This is an optimization exercise on Yosys and OpenROAD, whose aim is small area, a short achievable clock period and few clock cycles per item, not a production implementation. In this exercise RTL edits were held to simulation tests only and were not proved equivalent to the original.

==> run H: inputs <==
## circ
module circ(clk, reset, pushin, Xin, Rin, pushout, Yout);
  input clk, reset, pushin;
  input [23:0] Xin, Rin;
  output pushout;
  output [23:0] Yout;
  reg [4:0] v;
  always @(posedge clk or posedge reset)
    if (reset) v <= 0;
    else v <= {v[3:0], pushin};
  assign pushout = v[4];
  reg [23:0] X, Rn;
  always @(posedge clk) begin X <= Xin; Rn <= ~Rin; end
  wire p1 = ~Rn[0];
  wire p2 = ~X[0];
  wire p3 = ~(Rn[0] | Rn[1]);
  wire p4 = ~(X[0] & X[1]);
  wire p5 = ~Rn[1];
  wire p6 = ~X[1];
  wire p7 = ~(Rn[0] | Rn[2]);
  wire p8 = ~(X[0] & X[2]);
  wire p9 = ~(Rn[0] | Rn[3]);
  wire p10 = ~(X[0] & X[3]);
  wire p11 = ~(Rn[1] | Rn[2]);
  wire p12 = ~(X[1] & X[2]);
  wire p13 = ~Rn[2];
  wire p14 = ~X[2];
  wire p15 = ~(Rn[0] | Rn[4]);
  wire p16 = ~(X[0] & X[4]);
  wire p17 = ~(Rn[1] | Rn[3]);
  wire p18 = ~(X[1] & X[3]);
  wire p19 = ~(Rn[0] | Rn[5]);
  wire p20 = ~(X[0] & X[5]);
  wire p21 = ~(Rn[1] | Rn[4]);
  wire p22 = ~(X[1] & X[4]);
  wire p23 = ~(Rn[2] | Rn[3]);
  wire p24 = ~(X[2] & X[3]);
  wire p25 = ~Rn[3];
  wire p26 = ~X[3];
  wire p27 = ~(Rn[0] | Rn[6]);
  wire p28 = ~(X[0] & X[6]);
  wire p29 = ~(Rn[1] | Rn[5]);
  wire p30 = ~(X[1] & X[5]);
  wire p31 = ~(Rn[2] | Rn[4]);
  wire p32 = ~(X[2] & X[4]);
  wire p33 = ~(Rn[0] | Rn[7]);
  wire p34 = ~(X[0] & X[7]);
  ...
Settings: LEC_CHECK=0, ABC_AREA=1, CAP_MARGIN=20, CORE_MARGIN=2, CORE_UTILIZATION=65, CTS_CLUSTER_DIAMETER=120, CTS_CLUSTER_SIZE=34, SLEW_MARGIN=20, SYNTH_HIERARCHICAL=1, SYNTH_MINIMUM_KEEP_SIZE=0; clock period 80.0 ns.
standard.sh (not shown) runs the stock make flow with config.mk's settings and CLKGATE_MAP_FILE= SYNTH_SCRIPT=/design/flow/synth_recipe.tcl, a recipe that flattens the netlist after the stock synthesis.
==> flow/flow/run.sh <==
#!/bin/bash
# Own flow: the standard layout (standard.sh, unchanged synthesis and steps),
# except that the port buffers that ORFS's buffer_ports inserts on every input
# and output are sky130_fd_sc_hd__buf_2 cells instead of the default choice.
# All of make's output goes to standard.log in the work folder; each ORFS step
# keeps its own log under orfs/logs/.
set -euo pipefail
export BUFFER_PORTS_ARGS="-buffer_cell sky130_fd_sc_hd__buf_2"
bash standard.sh finish > standard.log 2>&1
==> run F: changes against run H <==
--- a/flow/design.v
+++ b/flow/design.v
@@ -2205,16 +2205,21 @@
   wire h2159 = hp2132 ^ g2145;
   wire h2160 = hp2134 ^ g2151;
   wire h2161 = h2137 ^ g2147;
   wire [7:0] df4 = {1'b0, h2161, h2160, h2159, h2158, h2157, h2156, h2155};
   wire s4 = g2153;
   wire [5:0] r4 = s4 ? df4[5:0] : t4[5:0];
   wire [4:0] q4 = {q3, s4};
-  wire [7:0] t5 = {r4, dsum[37:36]};
-  wire [7:0] T5 = {1'b0, q4, 2'b01};
+  reg [5:0] RR4;
+  reg [4:0] QN4;
+  always @(posedge clk) begin RR4 <= r4; QN4 <= ~q4; end
+  reg [37:0] DD4;
+  always @(posedge clk) DD4 <= dsum[37:0];
+  wire [7:0] t5 = {RR4, DD4[37:36]};
+  wire [7:0] T5 = {1'b0, (~QN4), 2'b01};
   wire [7:0] nb5 = ~T5;
   wire g2162 = t5[0] & 1'b0;
   wire h2163 = t5[0] ^ 1'b0;
   wire g2164 = t5[1] & 1'b1;
   wire h2165 = t5[1] ^ 1'b1;
   wire hp2166, hg2167;
   ha uhp2166 (.a(t5[2]), .b(nb5[2]), .s(hp2166), .co(hg2167));
@@ -2258,22 +2263,17 @@
   wire h2205 = hp2170 ^ g2187;
   wire h2206 = hp2172 ^ g2197;
   wire h2207 = hp2174 ^ g2193;
   wire h2208 = h2177 ^ g2199;
   wire [8:0] df5 = {1'b0, h2208, h2207, h2206, h2205, h2204, h2203, h2202, h2201};
   wire s5 = g2191;
   wire [6:0] r5 = s5 ? df5[6:0] : t5[6:0];
-  wire [5:0] q5 = {q4, s5};
-  reg [6:0] RR5;
-  reg [5:0] QN5;
-  always @(posedge clk) begin RR5 <= r5; QN5 <= ~q5; end
-  reg [35:0] DD5;
-  always @(posedge clk) DD5 <= dsum[35:0];
-  wire [8:0] t6 = {RR5, DD5[35:34]};
-  wire [8:0] T6 = {1'b0, (~QN5), 2'b01};
+  wire [5:0] q5 = {(~QN4), s5};
+  wire [8:0] t6 = {r5, DD4[35:34]};
+  wire [8:0] T6 = {1'b0, q5, 2'b01};
   wire [8:0] nb6 = ~T6;
   wire g2209 = t6[0] & 1'b0;
   wire h2210 = t6[0] ^ 1'b0;
   wire g2211 = t6[1] & 1'b1;
   wire h2212 = t6[1] ^ 1'b1;
   wire hp2213, hg2214;
   ha uhp2213 (.a(t6[2]), .b(nb6[2]), .s(hp2213), .co(hg2214));
@@ -2322,16 +2322,16 @@
   wire h2257 = hp2219 ^ g2246;
   wire h2258 = hp2221 ^ g2242;
   wire h2259 = hp2223 ^ g2248;
   wire h2260 = h2226 ^ g2240;
   wire [9:0] df6 = {1'b0, h2260, h2259, h2258, h2257, h2256, h2255, h2254, h2253, h2252};
   wire s6 = g2250;
   wire [7:0] r6 = s6 ? df6[7:0] : t6[7:0];
-  wire [6:0] q6 = {(~QN5), s6};
-  wire [9:0] t7 = {r6, DD5[33:32]};
+  wire [6:0] q6 = {q5, s6};
+  wire [9:0] t7 = {r6, DD4[33:32]};
   wire [9:0] T7 = {1'b0, q6, 2'b01};
   wire [9:0] nb7 = ~T7;
   wire g2261 = t7[0] & 1'b0;
   wire h2262 = t7[0] ^ 1'b0;
   wire g2263 = t7[1] & 1'b1;
   wire h2264 = t7[1] ^ 1'b1;
   wire hp2265, hg2266;
@@ -2389,15 +2389,15 @@
   wire h2317 = hp2275 ^ g2306;
   wire h2318 = hp2277 ^ g2296;
   wire h2319 = h2280 ^ g2308;
   wire [10:0] df7 = {1'b0, h2319, h2318, h2317, h2316, h2315, h2314, h2313, h2312, h2311, h2310};
   wire s7 = g2300;
   wire [8:0] r7 = s7 ? df7[8:0] : t7[8:0];
   wire [7:0] q7 = {q6, s7};
-  wire [10:0] t8 = {r7, DD5[31:30]};
+  wire [10:0] t8 = {r7, DD4[31:30]};
   wire [10:0] T8 = {1'b0, q7, 2'b01};
   wire [10:0] nb8 = ~T8;
   wire g2320 = t8[0] & 1'b0;
   wire h2321 = t8[0] ^ 1'b0;
   wire g2322 = t8[1] & 1'b1;
   wire h2323 = t8[1] ^ 1'b1;
   wire hp2324, hg2325;
@@ -2460,15 +2460,15 @@
   wire h2381 = hp2336 ^ g2357;
   wire h2382 = hp2338 ^ g2369;
   wire h2383 = h2341 ^ g2361;
   wire [11:0] df8 = {1'b0, h2383, h2382, h2381, h2380, h2379, h2378, h2377, h2376, h2375, h2374, h2373};
   wire s8 = g2371;
   wire [9:0] r8 = s8 ? df8[9:0] : t8[9:0];
   wire [8:0] q8 = {q7, s8};
-  wire [11:0] t9 = {r8, DD5[29:28]};
+  wire [11:0] t9 = {r8, DD4[29:28]};
   wire [11:0] T9 = {1'b0, q8, 2'b01};
   wire [11:0] nb9 = ~T9;
   wire g2384 = t9[0] & 1'b0;
   wire h2385 = t9[0] ^ 1'b0;
   wire g2386 = t9[1] & 1'b1;
   wire h2387 = t9[1] ^ 1'b1;
   wire hp2388, hg2389;
@@ -2540,15 +2540,15 @@
   wire h2454 = hp2402 ^ g2441;
   wire h2455 = hp2404 ^ g2433;
   wire h2456 = h2407 ^ g2443;
   wire [12:0] df9 = {1'b0, h2456, h2455, h2454, h2453, h2452, h2451, h2450, h2449, h2448, h2447, h2446, h2445};
   wire s9 = g2429;
   wire [10:0] r9 = s9 ? df9[10:0] : t9[10:0];
   wire [9:0] q9 = {q8, s9};
-  wire [12:0] t10 = {r9, DD5[27:26]};
+  wire [12:0] t10 = {r9, DD4[27:26]};
   wire [12:0] T10 = {1'b0, q9, 2'b01};
   wire [12:0] nb10 = ~T10;
   wire g2457 = t10[0] & 1'b0;
   wire h2458 = t10[0] ^ 1'b0;
   wire g2459 = t10[1] & 1'b1;
   wire h2460 = t10[1] ^ 1'b1;
   wire hp2461, hg2462;
@@ -2625,15 +2625,15 @@
   wire h2532 = hp2477 ^ g2508;
   wire h2533 = hp2479 ^ g2518;
   wire h2534 = h2482 ^ g2504;
   wire [13:0] df10 = {1'b0, h2534, h2533, h2532, h2531, h2530, h2529, h2528, h2527, h2526, h2525, h2524, h2523, h2522};
   wire s10 = g2520;
   wire [11:0] r10 = s10 ? df10[11:0] : t10[11:0];
   wire [10:0] q10 = {q9, s10};
-  wire [13:0] t11 = {r10, DD5[25:24]};
+  wire [13:0] t11 = {r10, DD4[25:24]};
   wire [13:0] T11 = {1'b0, q10, 2'b01};
   wire [13:0] nb11 = ~T11;
   wire g2535 = t11[0] & 1'b0;
   wire h2536 = t11[0] ^ 1'b0;
   wire g2537 = t11[1] & 1'b1;
   wire h2538 = t11[1] ^ 1'b1;
   wire hp2539, hg2540;
@@ -2717,15 +2717,15 @@
   wire h2617 = hp2557 ^ g2602;
   wire h2618 = hp2559 ^ g2586;
   wire h2619 = h2562 ^ g2604;
   wire [14:0] df11 = {1'b0, h2619, h2618, h2617, h2616, h2615, h2614, h2613, h2612, h2611, h2610, h2609, h2608, h2607, h2606};
   wire s11 = g2592;
   wire [12:0] r11 = s11 ? df11[12:0] : t11[12:0];
   wire [11:0] q11 = {q10, s11};
-  wire [14:0] t12 = {r11, DD5[23:22]};
+  wire [14:0] t12 = {r11, DD4[23:22]};
   wire [14:0] T12 = {1'b0, q11, 2'b01};
   wire [14:0] nb12 = ~T12;
   wire g2620 = t12[0] & 1'b0;
   wire h2621 = t12[0] ^ 1'b0;
   wire g2622 = t12[1] & 1'b1;
   wire h2623 = t12[1] ^ 1'b1;
   wire hp2624, hg2625;
@@ -2818,15 +2818,15 @@
   wire s12 = g2693;
   wire [13:0] r12 = s12 ? df12[13:0] : t12[13:0];
   wire [12:0] q12 = {q11, s12};
   reg [13:0] RR12;
   reg [12:0] QN12;
   always @(posedge clk) begin RR12 <= r12; QN12 <= ~q12; end
   reg [21:0] DD12;
-  always @(posedge clk) DD12 <= DD5[21:0];
+  always @(posedge clk) DD12 <= DD4[21:0];
   wire [15:0] t13 = {RR12, DD12[21:20]};
   wire [15:0] T13 = {1'b0, (~QN12), 2'b01};
   wire [15:0] nb13 = ~T13;
   wire g2710 = t13[0] & 1'b0;
   wire h2711 = t13[0] ^ 1'b0;
   wire g2712 = t13[1] & 1'b1;
   wire h2713 = t13[1] ^ 1'b1;
- CTS_CLUSTER_DIAMETER: 120 -> 100
- CTS_CLUSTER_SIZE: 34 -> 30
==> qor summary <==
| item | run H | run F |
|---|---|---|
| Effective utilization at floorplan | 66.1% | 65.9% |
| Final GP Congestion | 0.893 | 0.918 |
| End-of-flow core utilization | 69.1% | 68.8% |
| Wirelength per Cell | 18.9 um | 19.1 um |
| Number of detailed-routing iterations run before antenna repair | 6 | 7 |
| Cell depth of the worst flop-to-flop path | 62 | 84 |
| Vert. Die Dim | 233 um | 232 um |
| End point of the most critical hold path | DD12[20] | DD12[14] |
| Proportion of synthesized area in mux cells | 0.118% | 0.118% |
| Worst hold-check slack | 0.336 ns | 0.331 ns |
| Post-placement cell count | 4,683 | 4,650 |
| Non-clock buffers, area share | 2.13% | 2.12% |
| End of the worst register-to-register path | RR5[3] | RR12[4] |
| Simple-Gate Fraction of Synth Area | 20.9% | 20.6% |
| Synth Area in XOR/XNOR | 4.24% | 4.27% |
| Fraction of post-synthesis cell area in the top cell type by area | 29.9% | 30.0% |
| Num CTS Buffers | 14 | 15 |
| Result of the run | timing/DRC/antenna clean | timing/DRC/antenna clean |
| Total via count after detailed routing | 28,000 | 27,600 |
Testbench counts of run H, summed over its fixed seeds: cycles 160,040, items 160,000.
Testbench counts of run F, summed over its fixed seeds: cycles 160,040, items 160,000.

[what the ideal ports hide]
No port has a modelled driver above. Below, the same layouts with a new extraction and two added sets of constraints. Step 1 (the two cells are an assumption about what drives the block):
set clk [get_ports {clk}]
set_driving_cell -lib_cell sky130_fd_sc_hd__clkbuf_16 $clk
set_driving_cell -lib_cell sky130_fd_sc_hd__buf_2 [delete_from_list [all_inputs] $clk]
Step 2 times the ports against the registers' clock, not the clock port: input delays grow and output delays shrink by t, the midpoint of the rising clock arrivals with the driver on. Three values: no drivers, after step 1, after step 2; two values: the first two.
run	shift t [ns]	slack for setup (ns)	worst setup path after step 2
run H	0.587	62.956 / 62.897 / 63.484	register to output
run F	0.594	62.956 / 62.894 / 63.254	register to register
After both steps every run listed still meets setup and hold.
